What follows belongs to an exercise in optimizing a design on an open flow for small area; a production flow would make more cautious choices.
Where RTL was checked, it was by simulation tests only, not by an equivalence proof against the original.
The flow treats the clock pin as an ideal source. Dropping or thinning the clock tree relies on that and would not hold on a real chip.
No activity file was given, so power comes from the tool's default toggle rates.

==> run a: inputs <==
==> flow/design.v (excerpt) <==
module hello(clk, rst, LED_F12, LCD_E, LCD_RS, LCD_RW, DB, SF_CE0,
             BTN_NORTH, BTN_SOUTH, BTN_WEST, BTN_EAST);
input clk, rst, BTN_NORTH, BTN_SOUTH, BTN_WEST, BTN_EAST;
output reg LED_F12, LCD_RS;
output LCD_E, LCD_RW, SF_CE0;
output reg [3:0] DB;
function [6:0] text_rom(input [7:0] x);
begin
    text_rom = 7'bx;
    case (x)
    8'd2: text_rom = 7'h48;
    8'd3: text_rom = 7'h65;
    8'd4: text_rom = 7'h6c;
    8'd5: text_rom = 7'h6c;
    8'd6: text_rom = 7'h6f;
    8'd7: text_rom = 7'h20;
    8'd8: text_rom = 7'h57;
    8'd9: text_rom = 7'h6f;
    8'd10: text_rom = 7'h72;
    8'd11: text_rom = 7'h6c;
    8'd12: text_rom = 7'h64;
    8'd13: text_rom = 7'h2e;
    8'd14: text_rom = 7'h20;
    8'd15: text_rom = 7'h54;
    8'd16: text_rom = 7'h68;
    8'd17: text_rom = 7'h69;
    8'd18: text_rom = 7'h73;
    8'd19: text_rom = 7'h20;
    8'd20: text_rom = 7'h69;
    8'd21: text_rom = 7'h73;
    8'd22: text_rom = 7'h20;
    8'd23: text_rom = 7'h61;
    8'd24: text_rom = 7'h20;
    8'd25: text_rom = 7'h76;
    8'd26: text_rom = 7'h65;
    8'd27: text_rom = 7'h72;
    8'd28: text_rom = 7'h69;
    8'd29: text_rom = 7'h6c;
    8'd30: text_rom = 7'h6f;
    8'd31: text_rom = 7'h67;
    8'd32: text_rom = 7'h20;
    8'd33: text_rom = 7'h6d;
    8'd34: text_rom = 7'h6f;
    8'd35: text_rom = 7'h64;
  ...
==> flow/config.mk <==
export PLATFORM = sky130hd
export DESIGN_NAME = hello
export DESIGN_NICKNAME = hello
export VERILOG_FILES = /design/flow/design.v
export SDC_FILE = /design/flow/constraint.sdc
export NUM_CORES = 4
export LEC_CHECK = 0
export CAP_MARGIN = 20
export CORE_MARGIN = 2
export CORE_UTILIZATION = 40
export GPL_TIMING_DRIVEN = 0
export PLACE_DENSITY = 0.6
export SLEW_MARGIN = 20
==> flow/constraint.sdc <==
create_clock -name core_clock -period 10.0 [get_ports {clk}]
set_input_delay 2.0000 -clock core_clock [delete_from_list [all_inputs] [get_ports {clk}]]
set_output_delay 2.0000 -clock core_clock [all_outputs]
set_load 0.01 [all_outputs]
standard.sh (not shown) runs the stock make flow with config.mk's settings and CLKGATE_MAP_FILE= SYNTH_SCRIPT=/design/flow/synth_recipe.tcl, a recipe that flattens the netlist after the stock synthesis.
==> flow/flow/run.sh <==
#!/bin/bash
# Standard synthesis, then an area-oriented re-mapping of the combinational
# logic (flip-flops kept as they are, same names and cells), then the
# standard layout steps from the floorplan on.
set -euo pipefail
HERE=$(pwd)
RES=$HERE/orfs/results/$FLOW_PLATFORM/hello/base
LIB=$FLOW_HOME/platforms/$FLOW_PLATFORM/lib/sky130_fd_sc_hd__tt_025C_1v80.lib

bash standard.sh synth > standard_synth.log 2>&1
# only plain D flip-flops are expected (kept as they are below)
if grep -o "sky130_fd_sc_hd__[a-z0-9_]*" $RES/1_2_yosys.v | sort -u | grep -E "__(df|edf|sdf|sedf|dl)" | grep -qv "__dfxtp_1$"; then
  echo "unexpected sequential cell" >&2; exit 1
fi

cp $RES/1_2_yosys.v $HERE/1_2_yosys_standard.v
DU=$(sed -n '/DONT_USE_CELLS += /,/^$/p' $FLOW_HOME/platforms/$FLOW_PLATFORM/config.mk \
     | grep -o "sky130_fd_sc_hd__[a-z0-9_]*" | sed 's/^/-dont_use /' | tr '\n' ' ')
# ABC's deepsyn is a randomized search: run it with 4 seeds at once and keep
# the smallest result
remap() {
  local S=$1
  printf 'strash\n&get -n\n&deepsyn -T %s -S %s\n&dch -f\n&nf -R 1000 -p\n&put\n' "$DEEPSYN_T" "$S" > $HERE/abc_area_$S.scr
  yosys -p "
read_liberty -ignore_miss_func $LIB
read_verilog -overwrite $HERE/flow/ff_stubs.v
read_verilog $HERE/1_2_yosys_standard.v
hierarchy -top $FLOW_TOP
flatten
opt_clean -purge
read_liberty -lib -overwrite $LIB
abc -liberty $LIB $DU -script $HERE/abc_area_$S.scr
opt_clean -purge
setundef -zero
hilomap -singleton -hicell sky130_fd_sc_hd__conb_1 HI -locell sky130_fd_sc_hd__conb_1 LO
splitnets
opt_clean -purge
tee -o $HERE/remap_$S.stat stat -liberty $LIB
check -assert
write_verilog -noattr -noexpr -nohex -nodec $HERE/1_2_yosys_area_$S.v
" > remap_$S.log 2>&1
}
DEEPSYN_T=${DEEPSYN_T:-60}
for S in 1 2 3 4; do remap $S & done
wait
best=""; bestA=""
for S in 1 2 3 4; do
  [ -s $HERE/1_2_yosys_area_$S.v ] || continue
  grep -q "Found and reported 0 problems" remap_$S.log || continue
  A=$(grep "Chip area" $HERE/remap_$S.stat | awk '{print $NF}')
  echo "seed $S: $A" >> remap_summary.log
  if [ -z "$best" ] || awk "BEGIN {exit !($A < $bestA)}"; then best=$S; bestA=$A; fi
done
[ -n "$best" ] || { echo "re-mapping failed" >&2; exit 1; }
echo "best: seed $best ($bestA)" >> remap_summary.log
cp $HERE/1_2_yosys_area_$best.v $HERE/1_2_yosys_area.v

cp $HERE/1_2_yosys_area.v $RES/1_2_yosys.v
rm -f $RES/1_synth.odb
# smallest buffer on each port; no dummy loads in the clock tree, and the
# clock port drives the tree's leaf buffers directly (post_cts.tcl)
export BUFFER_PORTS_ARGS="-buffer_cell sky130_fd_sc_hd__buf_1"
export CTS_ARGS="-sink_clustering_enable -repair_clock_nets -dont_use_dummy_load"
export POST_CTS_TCL=$HERE/flow/post_cts.tcl
bash standard.sh finish > standard_finish.log 2>&1
==> flow/flow/post_cts.tcl <==
proc drop_clock_root { max_leaves } {
  set block [ord::get_db_block]
  set clk_net [$block findNet clk]
  set roots {}
  foreach it [$clk_net getITerms] { if {[$it isInputSignal]} { lappend roots $it } }
  if {[llength $roots] != 1} { puts "drop_clock_root: [llength $roots] cells on the clock port, left as is"; return }
  set root [[lindex $roots 0] getInst]
  if {![string match "*clkbuf*" [[$root getMaster] getName]]} { puts "drop_clock_root: root is not a buffer, left as is"; return }
  set root_out ""
  foreach it [$root getITerms] { if {[$it isOutputSignal]} { set root_out [$it getNet] } }
  set leaves {}
  foreach it [$root_out getITerms] {
    if {![$it isInputSignal]} continue
    if {![string match "*clkbuf*" [[[$it getInst] getMaster] getName]]} { puts "drop_clock_root: root drives a non-buffer, left as is"; return }
    lappend leaves $it
  }
  if {[llength $leaves] < 1 || [llength $leaves] > $max_leaves} { puts "drop_clock_root: [llength $leaves] leaves, left as is"; return }
  foreach it $leaves { $it disconnect; $it connect $clk_net }
  foreach it [$root getITerms] { if {[$it isInputSignal]} { $it disconnect } }
  set name [$root getName]
  odb::dbInst_destroy $root
  odb::dbNet_destroy $root_out
  puts "drop_clock_root: removed $name; [llength $leaves] leaf buffers on the clock port"
}
drop_clock_root 4
estimate_parasitics -placement
report_clock_skew
Other scripts of this flow, unchanged in this note and not shown: flow/flow/ff_stubs.v
==> inputs of run b, as changes to run a <==
--- a/flow/design.v
+++ b/flow/design.v
@@ -1,13 +1,13 @@
 `timescale 1ns / 1ps
 module hello(clk, rst, LED_F12, LCD_E, LCD_RS, LCD_RW, DB, SF_CE0,
              BTN_NORTH, BTN_SOUTH, BTN_WEST, BTN_EAST);
 input clk, rst, BTN_NORTH, BTN_SOUTH, BTN_WEST, BTN_EAST;
-output reg LED_F12, LCD_RS;
-output LCD_E, LCD_RW, SF_CE0;
+output reg LED_F12, LCD_RS, SF_CE0;
+output LCD_E, LCD_RW;
 output reg [3:0] DB;
 function [6:0] text_rom(input [7:0] x);
 begin
     text_rom = 7'bx;
     case (x)
     8'd2: text_rom = 7'h48;
     8'd3: text_rom = 7'h65;
@@ -175,18 +175,18 @@
 localparam K_E0  = 1 + 15 + 2;
 localparam K_LO  = 1 + 15 + 50 + 2;
 localparam K_E1  = K_LO + 15;
 localparam K_END = K_E1 + 4000 + 1;
 localparam [19:0] W_END = (4 << 13) + K_END + 82000 + 1;
 localparam [19:0] I_END = 750000 + 4*12 + 205000 + 5000 + 2000 + 2;
 reg [19:0] T;
-reg B, V;
+reg B, V, P;
 reg [1:0] ds, dn;
 reg [5:0] cur_ptr;
-reg be, bw, bn, pew, pn;
+reg be, bw, bn, pe, pw, pn;
 reg dchg, clr;
 wire [12:0] K = T[12:0];
 wire [5:0] cc = T[18:13];
 wire in_init = ds == 0;
 wire in_clr = ds == 1;
 wire in_dsp = ds == 2;
 wire kend = B && (K == K_END);
@@ -203,31 +203,33 @@
 assign LCD_E = B && ((K >= K_HI+1 && K <= K_E0) || (K >= K_LO+1 && K <= K_E1));
 wire [6:0] a = cc + cur_ptr;
 wire [6:0] ch = text_rom({cc >= 19, a});
 reg [8:0] sel;
 always @(*) begin
     sel = {1'b0, 8'h80};
     if (in_clr || in_dsp) begin
-        if (cc == 1 && DB[2:0] != 0) sel = {1'b0, 8'h28};
+        if (cc == 1 && !P) sel = {1'b0, 8'h28};
         if (in_clr) begin
             if (cc == 2) sel = {1'b0, 8'b110};
             if (cc == 3) sel = {1'b0, 8'h0c};
             if (cc == 4) sel = {1'b0, 8'b1};
         end else begin
             if (cc >= 2 && cc <= 17) sel = {1'b1, 1'b0, ch};
             if (cc == 18) sel = {1'b0, 8'h80 | 8'h40};
             if (cc >= 19) sel = {1'b1, 1'b0, ch};
         end
     end
 end
-wire [13:0] tlo_inc = {1'b0, T[12:0]} + t_inc;
-wire t_clr = rst || iend || wend || dend;
-always @(posedge clk) begin
-    T[12:0] <= (t_clr || (kend && !W)) ? 13'd0 : tlo_inc[12:0];
-    T[19:13] <= t_clr ? 7'd0 : T[19:13] + (tlo_inc[13] | cc_inc);
+always @(posedge clk) begin
+    if (rst || iend || wend || dend)
+        T <= 0;
+    else if (kend && !W)
+        T <= {T[19:13], 13'd0};
+    else
+        T <= T + {cc_inc, 12'd0, t_inc};
 end
 always @(posedge clk) begin
     if (rst || kend)
         B <= 0;
     else if (V)
         B <= 1;
 end
@@ -237,55 +239,61 @@
         DB <= 4'h3;
     end else if (B) begin
         if (K == K_RS) LCD_RS <= sel[8];
         if (K == K_HI) DB <= sel[7:4];
         if (K == K_LO) DB <= sel[3:0];
     end
 end
-assign SF_CE0 = !(in_init && dn != 0);
+always @(posedge clk) SF_CE0 <= !rst;
 always @(posedge clk) begin
     if (rst) begin
         ds <= 0;
-        dn <= 1;
+        dn <= 0;
         V <= 0;
+        P <= 0;
     end else begin
-        ds <= in_init ? 0 : dn;
-        if (in_init) dn <= 0;
-        if (sending) V <= R;    
+        ds <= dn;
+        if (sending && R && !V) V <= 1;
+        if (sending && !R && V) V <= 0;
         if (iend) begin
             ds <= 1;
             dn <= 1;
         end
+        if (in_clr && cc >= 2) P <= 0;
         if (wend) dn <= 2;
         if (dend) dn <= 3;
         if (ds == 3) begin
+            P <= 1;
             if (clr) dn <= 1;
             if (dchg) dn <= 2;
         end
     end
 end
-wire ne = BTN_EAST & ~be;
-wire nw = BTN_WEST & ~bw;
-wire ptr_inc = ne && (!nw || &cur_ptr);
-wire ptr_dec = nw && !ne && |cur_ptr;
 always @(posedge clk) begin
     be <= BTN_EAST;
     bw <= BTN_WEST;
     bn <= BTN_NORTH;
-    pew <= ne | nw;
+    pe <= BTN_EAST & ~be;
+    pw <= BTN_WEST & ~bw;
     pn <= BTN_NORTH & ~bn;
 end
 always @(posedge clk) begin
     if (rst) begin
         dchg <= 0;
         clr <= 0;
         LED_F12 <= 0;
         cur_ptr <= 0;
     end else begin
-        dchg <= !dchg && ds == 3 && pew;
+        dchg <= !dchg && ds == 3 && (pe || pw);
         clr <= !clr && ds == 3 && pn;
         if (dchg) LED_F12 <= !LED_F12;
-        if (dn == 3)
-            cur_ptr <= cur_ptr + {{5{ptr_dec}}, ptr_inc | ptr_dec};
+        if (ds == 3) begin
+            if (pe && !pw)
+                cur_ptr <= cur_ptr + 6'd1;
+            else if (pw && !pe) begin
+                if (cur_ptr != 0) cur_ptr <= cur_ptr - 6'd1;
+            end else if (pe && pw && cur_ptr == 6'd63)
+                cur_ptr <= 0;
+        end
     end
 end
 endmodule
==> flow/flow/run.sh (replaced) <==
#!/bin/bash
# Standard synthesis, then an area-oriented re-mapping of the combinational
# logic (flip-flops kept as they are, same names and cells), then the
# standard layout steps from the floorplan on.
set -euo pipefail
HERE=$(pwd)
RES=$HERE/orfs/results/$FLOW_PLATFORM/hello/base
LIB=$FLOW_HOME/platforms/$FLOW_PLATFORM/lib/sky130_fd_sc_hd__tt_025C_1v80.lib

bash standard.sh synth > standard_synth.log 2>&1
# only plain D flip-flops are expected (kept as they are below)
if grep -o "sky130_fd_sc_hd__[a-z0-9_]*" $RES/1_2_yosys.v | sort -u | grep -E "__(df|edf|sdf|sedf|dl)" | grep -qv "__dfxtp_1$"; then
  echo "unexpected sequential cell" >&2; exit 1
fi

cp $RES/1_2_yosys.v $HERE/1_2_yosys_standard.v
DU=$(sed -n '/DONT_USE_CELLS += /,/^$/p' $FLOW_HOME/platforms/$FLOW_PLATFORM/config.mk \
     | grep -o "sky130_fd_sc_hd__[a-z0-9_]*" | sed 's/^/-dont_use /' | tr '\n' ' ')
yosys -p "
read_liberty -ignore_miss_func $LIB
read_verilog -overwrite $HERE/flow/ff_stubs.v
read_verilog $HERE/1_2_yosys_standard.v
hierarchy -top $FLOW_TOP
flatten
opt_clean -purge
read_liberty -lib -overwrite $LIB
abc -liberty $LIB $DU -script $HERE/flow/abc_area.scr
opt_clean -purge
setundef -zero
hilomap -singleton -hicell sky130_fd_sc_hd__conb_1 HI -locell sky130_fd_sc_hd__conb_1 LO
splitnets
opt_clean -purge
stat -liberty $LIB
check -assert
write_verilog -noattr -noexpr -nohex -nodec $HERE/1_2_yosys_area.v
" > reopt.log 2>&1

cp $HERE/1_2_yosys_area.v $RES/1_2_yosys.v
rm -f $RES/1_synth.odb
# smallest buffer on each port; no dummy loads in the clock tree
export BUFFER_PORTS_ARGS="-buffer_cell sky130_fd_sc_hd__buf_1"
export CTS_ARGS="-sink_clustering_enable -repair_clock_nets -dont_use_dummy_load"
bash standard.sh finish > standard_finish.log 2>&1
==> flow/flow/abc_area.scr (new file) <==
strash
&get -n
&deepsyn -T 60 -S 1
&dch -f
&nf -R 1000
&put
removed: flow/flow/post_cts.tcl
==> inputs of run c, as changes to run a <==
--- a/flow/design.v
+++ b/flow/design.v
@@ -1,13 +1,13 @@
 `timescale 1ns / 1ps
 module hello(clk, rst, LED_F12, LCD_E, LCD_RS, LCD_RW, DB, SF_CE0,
              BTN_NORTH, BTN_SOUTH, BTN_WEST, BTN_EAST);
 input clk, rst, BTN_NORTH, BTN_SOUTH, BTN_WEST, BTN_EAST;
-output reg LED_F12, LCD_RS;
-output LCD_E, LCD_RW, SF_CE0;
+output reg LED_F12, LCD_RS, SF_CE0;
+output LCD_E, LCD_RW;
 output reg [3:0] DB;
 function [6:0] text_rom(input [7:0] x);
 begin
     text_rom = 7'bx;
     case (x)
     8'd2: text_rom = 7'h48;
     8'd3: text_rom = 7'h65;
@@ -215,19 +215,21 @@
         end else begin
             if (cc >= 2 && cc <= 17) sel = {1'b1, 1'b0, ch};
             if (cc == 18) sel = {1'b0, 8'h80 | 8'h40};
             if (cc >= 19) sel = {1'b1, 1'b0, ch};
         end
     end
 end
-wire [13:0] tlo_inc = {1'b0, T[12:0]} + t_inc;
-wire t_clr = rst || iend || wend || dend;
-always @(posedge clk) begin
-    T[12:0] <= (t_clr || (kend && !W)) ? 13'd0 : tlo_inc[12:0];
-    T[19:13] <= t_clr ? 7'd0 : T[19:13] + (tlo_inc[13] | cc_inc);
+always @(posedge clk) begin
+    if (rst || iend || wend || dend)
+        T <= 0;
+    else if (kend && !W)
+        T <= {T[19:13], 13'd0};
+    else
+        T <= T + {cc_inc, 12'd0, t_inc};
 end
 always @(posedge clk) begin
     if (rst || kend)
         B <= 0;
     else if (V)
         B <= 1;
 end
@@ -237,40 +239,38 @@
         DB <= 4'h3;
     end else if (B) begin
         if (K == K_RS) LCD_RS <= sel[8];
         if (K == K_HI) DB <= sel[7:4];
         if (K == K_LO) DB <= sel[3:0];
     end
 end
-assign SF_CE0 = !(in_init && dn != 0);
+always @(posedge clk) SF_CE0 <= !rst;
 always @(posedge clk) begin
     if (rst) begin
         ds <= 0;
-        dn <= 1;
+        dn <= 0;
         V <= 0;
     end else begin
-        ds <= in_init ? 0 : dn;
-        if (in_init) dn <= 0;
-        if (sending) V <= R;    
+        ds <= dn;
+        if (sending && R && !V) V <= 1;
+        if (sending && !R && V) V <= 0;
         if (iend) begin
             ds <= 1;
             dn <= 1;
         end
         if (wend) dn <= 2;
         if (dend) dn <= 3;
         if (ds == 3) begin
             if (clr) dn <= 1;
             if (dchg) dn <= 2;
         end
     end
 end
 wire ne = BTN_EAST & ~be;
 wire nw = BTN_WEST & ~bw;
-wire ptr_inc = ne && (!nw || &cur_ptr);
-wire ptr_dec = nw && !ne && |cur_ptr;
 always @(posedge clk) begin
     be <= BTN_EAST;
     bw <= BTN_WEST;
     bn <= BTN_NORTH;
     pew <= ne | nw;
     pn <= BTN_NORTH & ~bn;
 end
@@ -280,12 +280,18 @@
         clr <= 0;
         LED_F12 <= 0;
         cur_ptr <= 0;
     end else begin
         dchg <= !dchg && ds == 3 && pew;
         clr <= !clr && ds == 3 && pn;
         if (dchg) LED_F12 <= !LED_F12;
-        if (dn == 3)
-            cur_ptr <= cur_ptr + {{5{ptr_dec}}, ptr_inc | ptr_dec};
+        if (dn == 3) begin
+            if (ne && !nw)
+                cur_ptr <= cur_ptr + 6'd1;
+            else if (nw && !ne) begin
+                if (cur_ptr != 0) cur_ptr <= cur_ptr - 6'd1;
+            end else if (ne && nw && cur_ptr == 6'd63)
+                cur_ptr <= 0;
+        end
     end
 end
 endmodule
--- a/flow/flow/run.sh
+++ b/flow/flow/run.sh
@@ -36,15 +36,15 @@
 splitnets
 opt_clean -purge
 tee -o $HERE/remap_$S.stat stat -liberty $LIB
 check -assert
 write_verilog -noattr -noexpr -nohex -nodec $HERE/1_2_yosys_area_$S.v
 " > remap_$S.log 2>&1
 }
-DEEPSYN_T=${DEEPSYN_T:-60}
+DEEPSYN_T=${DEEPSYN_T:-240}
 for S in 1 2 3 4; do remap $S & done
 wait
 best=""; bestA=""
 for S in 1 2 3 4; do
   [ -s $HERE/1_2_yosys_area_$S.v ] || continue
   grep -q "Found and reported 0 problems" remap_$S.log || continue
   A=$(grep "Chip area" $HERE/remap_$S.stat | awk '{print $NF}')
@@ -53,13 +53,11 @@
 done
 [ -n "$best" ] || { echo "re-mapping failed" >&2; exit 1; }
 echo "best: seed $best ($bestA)" >> remap_summary.log
 cp $HERE/1_2_yosys_area_$best.v $HERE/1_2_yosys_area.v
 
 cp $HERE/1_2_yosys_area.v $RES/1_2_yosys.v
 rm -f $RES/1_synth.odb
-# smallest buffer on each port; no dummy loads in the clock tree, and the
-# clock port drives the tree's leaf buffers directly (post_cts.tcl)
+# smallest buffer on each port; no dummy loads in the clock tree
 export BUFFER_PORTS_ARGS="-buffer_cell sky130_fd_sc_hd__buf_1"
 export CTS_ARGS="-sink_clustering_enable -repair_clock_nets -dont_use_dummy_load"
-export POST_CTS_TCL=$HERE/flow/post_cts.tcl
 bash standard.sh finish > standard_finish.log 2>&1
removed: flow/flow/post_cts.tcl
==> inputs of run d, as changes to run a <==
CORE_UTILIZATION = 65   (was 40)
PLACE_DENSITY = 0.75   (was 0.6)
==> run notes <==
                                                                      run d                    run a                    run c                    run b
Launching instance or port of the critical path                       T[14]                    T[14]                    T[14]                    T[14]
Result of the run                                   complete, no violations  complete, no violations  complete, no violations  complete, no violations
M3 GR Usage                                                           4.22%                    2.84%                    2.26%                    3.66%
Capture endpoint of the worst hold path                                  pn                       pn                       pn                       pe
Origin of the critical flop-to-flop path                              T[14]                    T[14]                    T[14]                    T[14]
Wire per inst                                                       16.3 um                  16.1 um                  17.0 um                  16.9 um
Global routing met2 resource utilization                              49.5%                    35.2%                    37.2%                    34.5%
Layout clock area frac                                                1.74%                    1.71%                    2.13%                    2.02%
Number of global-route vias before repair                             2,992                    3,051                    2,998                    3,234
Logic depth of the worst path, buffers included                          16                       16                       19                       19
Footprint of the multi-input gates                                2080 um^2                2080 um^2                2050 um^2                2170 um^2
Logic depth of the worst register-to-register path                       16                       16                       19                       19
Vias/cell                                                              6.77                     5.96                     6.09                     6.13
Vertical extent of the die                                          71.8 um                  90.5 um                  90.2 um                  92.7 um
Comb pwr                                                            10.4 uW                  10.1 uW                  9.86 uW                  12.2 uW
Max Clk Rate                                                        196 MHz                  187 MHz                  157 MHz                  166 MHz
Grt met1 use                                                          46.9%                    27.1%                    28.1%                    32.0%
FF+latch count                                                           45                       45                       46                       48
Data arrival time of the critical path                              5.13 ns                  5.38 ns                  6.55 ns                  6.15 ns
Setup Buffers After CTS                                                   -                        -                        0                        0
Global-route wire length before repair                            13,600 um                14,700 um                14,800 um                15,800 um
Area Overhead vs Synth                                                5.52%                    7.49%                    8.49%                    8.15%
For run a, run b and run d, only the layout was checked, not whether the RTL still works.

## static timing again, ports no longer ideal
In the flow no input, the clock included, has a driving cell. The finished layouts below were timed again as built, in two steps.
Step 1, drivers: a clkbuf_16 drives clk and a buf_2 each remaining input, both assumed.
Step 2, shift: input delay + t, output delay - t, t = (earliest + latest rising clock arrival at the registers) / 2. This alone moves slack from input paths to output paths.
Three values: no drivers, after step 1, after step 2; two values: the first two.
| run | t, ns | slack for setup (ns) | clock arrival spread, ns | worst slew at a driven data input, ns |
|---|---|---|---|---|
| run a | 0.186 | 4.649 / 4.649 / 4.649 | 0.013 / 0.014 | 0.03 |
| run b | 0.322 | 3.982 / 3.982 / 3.982 | 0.018 / 0.017 | 0.03 |
| run c | 0.309 | 3.612 / 3.612 / 3.612 | 0.024 / 0.025 | 0.03 |
| run d | 0.186 | 4.903 / 4.903 / 4.903 | 0.024 / 0.024 | 0.03 |
After both steps setup and hold are still met in every run listed.
